Source: an optimization exercise on an open RTL-to-GDS flow (aim: small area, a short achievable clock period and few clock cycles). Production flows keep margins and buffers that such runs may drop. RTL that was checked went through simulation tests only; none was proved equivalent to the original. Power and IR drop assume default switching activity.

Design top, start of the top module:
module top(
    input  wire        clk,
    input  wire        rst,
    input  wire [63:0] i_data,
    input  wire        start,
    output wire [15:0] address,
    output reg         o_valid,
    output reg  [63:0] out_data,
    output reg         out_valid,
    output reg         done,
    output reg  [15:0] o_address,
    output wire [9:0]  done_cnt
);
export LEC_CHECK = 0
export CAP_MARGIN = 20
export CORE_MARGIN = 2
export CORE_UTILIZATION = 40
export SLEW_MARGIN = 20
create_clock -name core_clock -period 16.0 [get_ports {clk}]
standard.sh (not shown) runs the stock make flow with config.mk's settings and CLKGATE_MAP_FILE= SYNTH_SCRIPT=/design/flow/synth_recipe.tcl, a recipe that flattens the netlist after the stock synthesis.
==> flow/flow/run.sh <==
#!/bin/bash
# The standard layout (bash standard.sh), with two changes to how it is made; the clock,
# the SDC and the synthesis are unchanged:
#  - timing repair aims at a setup slack of 11.5 ns instead of 0, so the resizer keeps
#    shortening the critical paths well below the 16 ns clock period;
#  - the port buffers are buf_2 cells rather than the resizer's default choice.
set -euo pipefail
bash standard.sh SETUP_SLACK_MARGIN=11.5 "BUFFER_PORTS_ARGS=-buffer_cell sky130_fd_sc_hd__buf_2" finish > standard_flow.log 2>&1
==> next run, changes <==
==> flow/flow/run.sh (replaced) <==
#!/bin/bash
# The standard layout (bash standard.sh), with two changes to how it is made; the clock,
# the SDC and the synthesis are unchanged:
#  - timing repair aims at a setup slack of 11.5 ns instead of 0, so the resizer keeps
#    shortening the critical paths well below the 16 ns clock period;
#  - the port buffers are buf_4 cells rather than the resizer's default choice.
set -euo pipefail
bash standard.sh SETUP_SLACK_MARGIN=11.5 "BUFFER_PORTS_ARGS=-buffer_cell sky130_fd_sc_hd__buf_4" finish > standard_flow.log 2>&1
Result:
- The changed run passed the timing, DRC and antenna checks
- total power went down by 1.4%
- area after synthesis does not change
- sequential power stays flat
- utilization went down by 0.14 points
No run of this note included a check of the RTL's function; only the layout flow was run.

---

Setup of north:
Another version of the RTL of top (not shown whole).
Size: about 4300 cells after synthesis, roughly 1500 flip-flops, ~180 I/O pins, roughly 43000 um2 of cells after synthesis.
clock: 16.0 ns
lec_check: 0
abc_area: 1
cap_margin: 20
core_margin: 2
core_utilization: 65
slew_margin: 20
==> flow/flow/run.sh <==
#!/bin/bash
# The standard layout (bash standard.sh), with two changes to how it is made; the clock,
# the SDC and the synthesis are unchanged:
#  - timing repair aims at a setup slack of 11.6 ns instead of 0, so the resizer keeps
#    shortening the critical paths well below the 16 ns clock period;
#  - the port buffers are buf_4 cells rather than the resizer's default choice;
#  - the clock tree uses the CTS options below (clkbuf_8 buffers, no dummy loads).
set -euo pipefail
bash standard.sh SETUP_SLACK_MARGIN=11.6 "BUFFER_PORTS_ARGS=-buffer_cell sky130_fd_sc_hd__buf_4" "CTS_ARGS=-sink_clustering_enable -repair_clock_nets -root_buf sky130_fd_sc_hd__clkbuf_16 -tree_buf sky130_fd_sc_hd__clkbuf_16 -buf_list sky130_fd_sc_hd__clkbuf_8 -sink_clustering_size 16 -sink_clustering_max_diameter 50 -dont_use_dummy_load" finish > standard_flow.log 2>&1
Testbench counts of north, summed over its fixed seeds: cycles 2,712.
Setup changes, north to south
# north
export LEC_CHECK = 0
export ABC_AREA = 1
export CAP_MARGIN = 20
export CORE_MARGIN = 2
export CORE_UTILIZATION = 65
export SLEW_MARGIN = 20
create_clock -name core_clock -period 16.0 [get_ports {clk}]
# south
export LEC_CHECK = 0
export ABC_AREA = 1
export CAP_MARGIN = 20
export CORE_MARGIN = 2
export CORE_UTILIZATION = 40
export SLEW_MARGIN = 20
create_clock -name core_clock -period 16.0 [get_ports {clk}]
diff --git a/flow/flow/run.sh b/flow/flow/run.sh
--- a/flow/flow/run.sh
+++ b/flow/flow/run.sh
@@ -8,2 +8,2 @@
 set -euo pipefail
-bash standard.sh SETUP_SLACK_MARGIN=11.6 "BUFFER_PORTS_ARGS=-buffer_cell sky130_fd_sc_hd__buf_4" "CTS_ARGS=-sink_clustering_enable -repair_clock_nets -root_buf sky130_fd_sc_hd__clkbuf_16 -tree_buf sky130_fd_sc_hd__clkbuf_16 -buf_list sky130_fd_sc_hd__clkbuf_8 -sink_clustering_size 16 -sink_clustering_max_diameter 50 -dont_use_dummy_load" finish > standard_flow.log 2>&1
+bash standard.sh SETUP_SLACK_MARGIN=11.6 "BUFFER_PORTS_ARGS=-buffer_cell sky130_fd_sc_hd__buf_4" "CTS_ARGS=-sink_clustering_enable -repair_clock_nets -root_buf sky130_fd_sc_hd__clkbuf_16 -tree_buf sky130_fd_sc_hd__clkbuf_16 -buf_list sky130_fd_sc_hd__clkbuf_16 -sink_clustering_size 24 -sink_clustering_max_diameter 60 -dont_use_dummy_load" finish > standard_flow.log 2>&1
Notes after the runs:
Area: south vs north -> south larger
Compared with north, south shows worst hold slack lower by 23 ps.
Taking north over south, the wire length ratio works out to 0.949.
In terms of combined area of the multi-input logic cells, south and north differ only marginally.
What east does differently from south at the input level:
# south
export LEC_CHECK = 0
export ABC_AREA = 1
export CAP_MARGIN = 20
export CORE_MARGIN = 2
export CORE_UTILIZATION = 40
export SLEW_MARGIN = 20
create_clock -name core_clock -period 16.0 [get_ports {clk}]
# east
export LEC_CHECK = 0
export ABC_AREA = 1
export CAP_MARGIN = 20
export CORE_MARGIN = 2
export CORE_UTILIZATION = 70
export SLEW_MARGIN = 20
create_clock -name core_clock -period 16.0 [get_ports {clk}]
diff --git a/flow/flow/run.sh b/flow/flow/run.sh
--- a/flow/flow/run.sh
+++ b/flow/flow/run.sh
@@ -8,2 +8,2 @@
 set -euo pipefail
-bash standard.sh SETUP_SLACK_MARGIN=11.6 "BUFFER_PORTS_ARGS=-buffer_cell sky130_fd_sc_hd__buf_4" "CTS_ARGS=-sink_clustering_enable -repair_clock_nets -root_buf sky130_fd_sc_hd__clkbuf_16 -tree_buf sky130_fd_sc_hd__clkbuf_16 -buf_list sky130_fd_sc_hd__clkbuf_16 -sink_clustering_size 24 -sink_clustering_max_diameter 60 -dont_use_dummy_load" finish > standard_flow.log 2>&1
+bash standard.sh SETUP_SLACK_MARGIN=11.6 "BUFFER_PORTS_ARGS=-buffer_cell sky130_fd_sc_hd__buf_4" "CTS_ARGS=-sink_clustering_enable -repair_clock_nets -root_buf sky130_fd_sc_hd__clkbuf_16 -tree_buf sky130_fd_sc_hd__clkbuf_16 -buf_list sky130_fd_sc_hd__clkbuf_8 -sink_clustering_size 16 -sink_clustering_max_diameter 50 -dont_use_dummy_load" finish > standard_flow.log 2>&1
==> notes.md <==
Side by side, design area turned out lower in east than in south. Per the comparison of east with south, routed wire length now sits lower, non-clock buffer count now sits lower, detailed-router iteration count before antenna repair now sits higher, highest cell delay on the worst timing path now sits higher. Cell row count: higher on south. south → east: relative max-transition margin roughly the same; register cell area after layout about even.
Setup changes, east to west
# east
export LEC_CHECK = 0
export ABC_AREA = 1
export CAP_MARGIN = 20
export CORE_MARGIN = 2
export CORE_UTILIZATION = 70
export SLEW_MARGIN = 20
create_clock -name core_clock -period 16.0 [get_ports {clk}]
# west
export LEC_CHECK = 0
export ABC_AREA = 1
export CAP_MARGIN = 20
export CORE_MARGIN = 2
export CORE_UTILIZATION = 45
export SLEW_MARGIN = 20
create_clock -name core_clock -period 16.0 [get_ports {clk}]
diff --git a/flow/flow/run.sh b/flow/flow/run.sh
--- a/flow/flow/run.sh
+++ b/flow/flow/run.sh
@@ -8,2 +8,2 @@
 set -euo pipefail
-bash standard.sh SETUP_SLACK_MARGIN=11.6 "BUFFER_PORTS_ARGS=-buffer_cell sky130_fd_sc_hd__buf_4" "CTS_ARGS=-sink_clustering_enable -repair_clock_nets -root_buf sky130_fd_sc_hd__clkbuf_16 -tree_buf sky130_fd_sc_hd__clkbuf_16 -buf_list sky130_fd_sc_hd__clkbuf_8 -sink_clustering_size 16 -sink_clustering_max_diameter 50 -dont_use_dummy_load" finish > standard_flow.log 2>&1
+bash standard.sh SETUP_SLACK_MARGIN=11.6 "BUFFER_PORTS_ARGS=-buffer_cell sky130_fd_sc_hd__buf_4" "CTS_ARGS=-sink_clustering_enable -repair_clock_nets -root_buf sky130_fd_sc_hd__clkbuf_16 -tree_buf sky130_fd_sc_hd__clkbuf_16 -buf_list sky130_fd_sc_hd__clkbuf_8 -sink_clustering_size 18 -sink_clustering_max_diameter 55 -dont_use_dummy_load" finish > standard_flow.log 2>&1
## What came out
Taking east as the reference, in west met1 capacity usage during global routing went down 11 points, worst hold slack comparable, switching power fell by 1.0%, fraction of area in multi-input gates fell by 0.31 points, post-cts sizing count increased by 46 relative to the old numbers.
west ended up with sky130_fd_sc_hd__dfxtp_2 as its worst-path cell with the longest stage delay; east ended up with sky130_fd_sc_hd__dfxtp_1.
Relative to east, the sequential share of layout area of west is lower by 0.77 points.
## Diff of input files: middle against west
# west
export LEC_CHECK = 0
export ABC_AREA = 1
export CAP_MARGIN = 20
export CORE_MARGIN = 2
export CORE_UTILIZATION = 45
export SLEW_MARGIN = 20
create_clock -name core_clock -period 16.0 [get_ports {clk}]
# middle
export LEC_CHECK = 0
export ABC_AREA = 1
export CAP_MARGIN = 20
export CORE_MARGIN = 2
export CORE_UTILIZATION = 40
export SLEW_MARGIN = 20
create_clock -name core_clock -period 16.0 [get_ports {clk}]
### Flow results
Looking only at filler cell count in the final layout, and setting everything else aside, the higher value of middle and west goes to middle.
As of middle, number of cells after detailed placement had risen by a few percent compared to west.
Final clock period utilization by the worst path essentially unchanged between west and middle.
middle was carried through to the last stage, and its layout satisfied the timing, DRC and antenna checks.
middle has less setup slack than west.
Taking west as the reference, in middle antenna diode instance count rose by 1, die area rose by 12%.
Looking at middle and west, the fraction of area in multi-input gates is a wash.

---

The RTL this note starts from:
==> flow/design.v <==
module top(
    input  wire        clk,
    input  wire        rst,
    input  wire [63:0] i_data,
    input  wire        start,
    output wire [15:0] address,
    output reg         o_valid,
    output reg  [63:0] out_data,
    output reg         out_valid,
    output reg         done,
    output reg  [15:0] o_address,
    output wire [9:0]  done_cnt
);
    reg  [6:0] n;
    reg  [2:0] m;           
    reg        done_r;
    wire [6:0] n1 = n + 7'd1;
    assign address  = {9'd0, n};
    assign done_cnt = {9'd0, done_r};
    reg row0;               
    reg hopf;               
    reg flush;              
    reg left, right;        
    reg leftx;              
    always @(posedge clk) begin
        if (rst || !start) begin
            n       <= 7'd0;
            m       <= 3'd0;
            o_valid <= 1'b1;
            row0    <= 1'b0;
            hopf    <= 1'b0;
            flush   <= 1'b0;
            left    <= 1'b0;
            right   <= 1'b0;
            leftx   <= 1'b0;
        end else if (n != 7'd113) begin
            n       <= n1;
            m       <= (m == 3'd4) ? 3'd0 : m + 3'd1;
            o_valid <= (n1 < 7'd100);
            row0    <= (n1 >= 7'd3)  && (n1 < 7'd8);
            hopf    <= (n1 >= 7'd4)  && (n1 < 7'd14);
            flush   <= (n1 >= 7'd103);
            left    <= (m == 3'd2);            
            right   <= (m == 3'd1);            
            leftx   <= (m == 3'd1);            
        end
    end
    always @(posedge clk) begin
        if (rst) begin
            out_valid <= 1'b0;
            done      <= 1'b0;
            done_r    <= 1'b0;
        end else begin
            out_valid <= start && (n >= 7'd13) && (n <= 7'd112);
            done      <= start && (n == 7'd112);
            if (start && n == 7'd112) done_r <= 1'b1;
        end
    end
    function gt16(input [15:0] a, input [15:0] b);
        reg [15:0] g, l;
        reg [7:0] g1, l1;
        reg [3:0] g2, l2;
        reg [1:0] g3, l3;
        integer i;
        begin
            g = a & ~b;
            l = ~a & b;
            for (i = 0; i < 8; i = i + 1) begin
                g1[i] = g[2*i+1] | (~l[2*i+1] & g[2*i]);
                l1[i] = l[2*i+1] | (~g[2*i+1] & l[2*i]);
            end
            for (i = 0; i < 4; i = i + 1) begin
                g2[i] = g1[2*i+1] | (~l1[2*i+1] & g1[2*i]);
                l2[i] = l1[2*i+1] | (~g1[2*i+1] & l1[2*i]);
            end
            for (i = 0; i < 2; i = i + 1) begin
                g3[i] = g2[2*i+1] | (~l2[2*i+1] & g2[2*i]);
                l3[i] = l2[2*i+1] | (~g2[2*i+1] & l2[2*i]);
            end
            gt16 = g3[1] | (~l3[1] & g3[0]);
        end
    endfunction
    function [15:0] max2(input [15:0] a, input [15:0] b);
        max2 = gt16(a, b) ? a : b;
    endfunction
    reg  [63:0] X;
    reg  [15:0] so0, sp3, ss1, ss2, sq3;     
    reg  [15:0] pq3;                         
    wire [15:0] q0 = X[15:0], q1v = X[31:16], q2 = X[47:32], q3 = X[63:48];
    wire        g01 = gt16(q0, q1v);
    wire [15:0] p1 = g01 ? q0 : q1v;
    wire [15:0] s2 = max2(q2, q3);
    wire [15:0] lq = (!leftx && gt16(ss2, q2)) ? ss2 : q2;
    wire [15:0] o0n = max2(lq, p1);
    wire [15:0] p3 = max2(p1, s2);
    wire [15:0] s1 = max2(q1v, s2);
    wire [15:0] o1 = (!left  && gt16(pq3, sp3)) ? pq3 : sp3;
    wire [15:0] o2 = (!right && gt16(q0, sp3))  ? q0  : sp3;
    wire        g0 = gt16(q0, ss1), g1 = gt16(q1v, ss1);
    wire [15:0] o3 = (!right && g0 && g01)  ? q0  :
                     (!right && g1 && !g01) ? q1v : ss1;
    wire [63:0] hx = {o3, o2, o1, so0};
    always @(posedge clk) begin
        X         <= i_data;
        so0       <= o0n;
        sp3       <= p3;
        ss1       <= s1;
        ss2       <= s2;
        sq3       <= q3;
        pq3       <= sq3;
    end
    reg  [255:0] ring [0:4];    
    wire [255:0] head = ring[4];
    wire [63:0]  hQ = head[255:192], hR = head[191:128], hS = head[127:64], hY = head[63:0];
    wire [255:0] r0 = ring[0];
    wire [63:0]  r0R = r0[255:192], r0S = r0[191:128], r0P = r0[127:64], r0X = r0[63:0];
    wire [63:0]  x = hx;
    reg  [63:0]  vout, pn, qn;
    integer j;
    always @(*) begin
        for (j = 0; j < 4; j = j + 1) begin
            vout[16*j +: 16] = (flush || gt16(hQ[16*j +: 16], x[16*j +: 16])) ? hQ[16*j +: 16] : x[16*j +: 16];
            pn[16*j +: 16]   = (!row0 && (flush || gt16(hY[16*j +: 16], x[16*j +: 16])))
                               ? hY[16*j +: 16] : x[16*j +: 16];
            qn[16*j +: 16]   = (!hopf && gt16(r0R[16*j +: 16], r0P[16*j +: 16])) ? r0R[16*j +: 16] : r0P[16*j +: 16];
        end
    end
    always @(posedge clk) begin
        ring[0]   <= {hR, hS, pn, x};
        ring[1]   <= {qn, r0S, r0P, r0X};
        ring[2]   <= ring[1];
        ring[3]   <= ring[2];
        ring[4]   <= ring[3];
        out_data  <= vout;
        o_address <= {9'd0, n - 7'd13};
    end
endmodule
==> flow/config.mk <==
export PLATFORM = sky130hd
export DESIGN_NAME = top
export DESIGN_NICKNAME = top
export VERILOG_FILES = /design/flow/design.v
export SDC_FILE = /design/flow/constraint.sdc
export NUM_CORES = 4
export LEC_CHECK = 0
export ABC_AREA = 1
export CAP_MARGIN = 20
export CORE_MARGIN = 2
export CORE_UTILIZATION = 40
export SLEW_MARGIN = 20
==> flow/constraint.sdc <==
create_clock -name core_clock -period 16.0 [get_ports {clk}]
set_input_delay 3.2000 -clock core_clock [delete_from_list [all_inputs] [get_ports {clk}]]
set_output_delay 3.2000 -clock core_clock [all_outputs]
set_load 0.01 [all_outputs]
==> flow/flow/run.sh <==
#!/bin/bash
# The standard layout (bash standard.sh), with two changes to how it is made; the clock,
# the SDC and the synthesis are unchanged:
#  - timing repair aims at a setup slack of 11.7 ns instead of 0, so the resizer keeps
#    shortening the critical paths well below the 16 ns clock period;
#  - the port buffers are buf_4 cells rather than the resizer's default choice;
#  - the clock tree uses the CTS options below (clkbuf_8 buffers, no dummy loads).
set -euo pipefail
bash standard.sh SETUP_SLACK_MARGIN=11.7 "BUFFER_PORTS_ARGS=-buffer_cell sky130_fd_sc_hd__buf_4" "CTS_ARGS=-sink_clustering_enable -repair_clock_nets -root_buf sky130_fd_sc_hd__clkbuf_16 -tree_buf sky130_fd_sc_hd__clkbuf_16 -buf_list sky130_fd_sc_hd__clkbuf_8 -sink_clustering_size 18 -sink_clustering_max_diameter 55 -dont_use_dummy_load" finish > standard_flow.log 2>&1
Testbench counts at the start, summed over its fixed seeds: cycles 2,712.
==> next run, changes <==
==> flow/flow/run.sh (replaced) <==
#!/bin/bash
# The standard layout (bash standard.sh), with two changes to how it is made; the clock,
# the SDC and the synthesis are unchanged:
#  - timing repair aims at a setup slack of 11.6 ns instead of 0, so the resizer keeps
#    shortening the critical paths well below the 16 ns clock period;
#  - the port buffers are buf_4 cells rather than the resizer's default choice;
#  - the clock tree uses the CTS options below (clkbuf_8 buffers, no dummy loads).
set -euo pipefail
bash standard.sh SETUP_SLACK_MARGIN=11.6 "BUFFER_PORTS_ARGS=-buffer_cell sky130_fd_sc_hd__buf_4" "CTS_ARGS=-sink_clustering_enable -repair_clock_nets -root_buf sky130_fd_sc_hd__clkbuf_16 -tree_buf sky130_fd_sc_hd__clkbuf_16 -buf_list sky130_fd_sc_hd__clkbuf_8 -sink_clustering_size 18 -sink_clustering_max_diameter 55 -dont_use_dummy_load" finish > standard_flow.log 2>&1
--- a/flow/config.mk
+++ b/flow/config.mk
@@ -11 +11 @@
-export CORE_UTILIZATION = 40
+export CORE_UTILIZATION = 55
Outcome: Register-to-register slack is about the same. Design area shrinks slightly. Count of clock-buffer cells in the layout drops by 3. Total power drops slightly. Clock skew is lower by 0.010 ns. Via count shrinks slightly. Clock power drops by a few percent.

-- what the ideal ports hide --
The results above use ideal ports. As a check the final layouts listed here were re-extracted and re-timed, cells and wires unchanged. Step 1, drivers: a clkbuf_16 drives clk and a buf_2 each remaining input, both assumed. Step 2 adds t to the input delays and takes it off the output delays; t is the mean of the earliest and latest rising clock arrival at the registers after step 1. Input paths then give back, and output paths get back, about the clock's delay inside the block. Three values: ideal ports, drivers, drivers and shift; two values: the first two.
run | t, ns | setup WS [ns] | hold WS [ns] | latest minus earliest clock arrival (ns)
the first run of note 1 | 0.811 | 11.419 / 11.419 / 11.366 | 0.313 / 0.313 / 0.313 | 0.037 / 0.037
the second run of note 1 | 0.817 | 11.448 / 11.446 / 11.448 | 0.311 / 0.311 / 0.311 | 0.039 / 0.039
north | 0.664 | 11.656 / 11.593 / 11.817 | 0.270 / 0.270 / 0.270 | 0.083 / 0.083
south | 0.725 | 11.636 / 11.567 / 11.718 | 0.246 / 0.246 / 0.246 | 0.110 / 0.110
east | 0.671 | 11.644 / 11.579 / 11.789 | 0.268 / 0.268 / 0.268 | 0.085 / 0.084
west | 0.698 | 11.649 / 11.582 / 11.665 | 0.269 / 0.269 / 0.269 | 0.067 / 0.067
middle | 0.699 | 11.638 / 11.562 / 11.767 | 0.251 / 0.251 / 0.251 | 0.090 / 0.090
the first run of note 3 | 0.699 | 11.636 / 11.561 / 11.758 | 0.251 / 0.251 / 0.251 | 0.090 / 0.090
the second run of note 3 | 0.675 | 11.629 / 11.561 / 11.778 | 0.280 / 0.280 / 0.280 | 0.084 / 0.084
After both steps setup and hold are still met in every run listed. The setup slack of the first run of note 1, which loses most, moves by 0.000 ns with the drivers and by -0.053 ns with both steps.
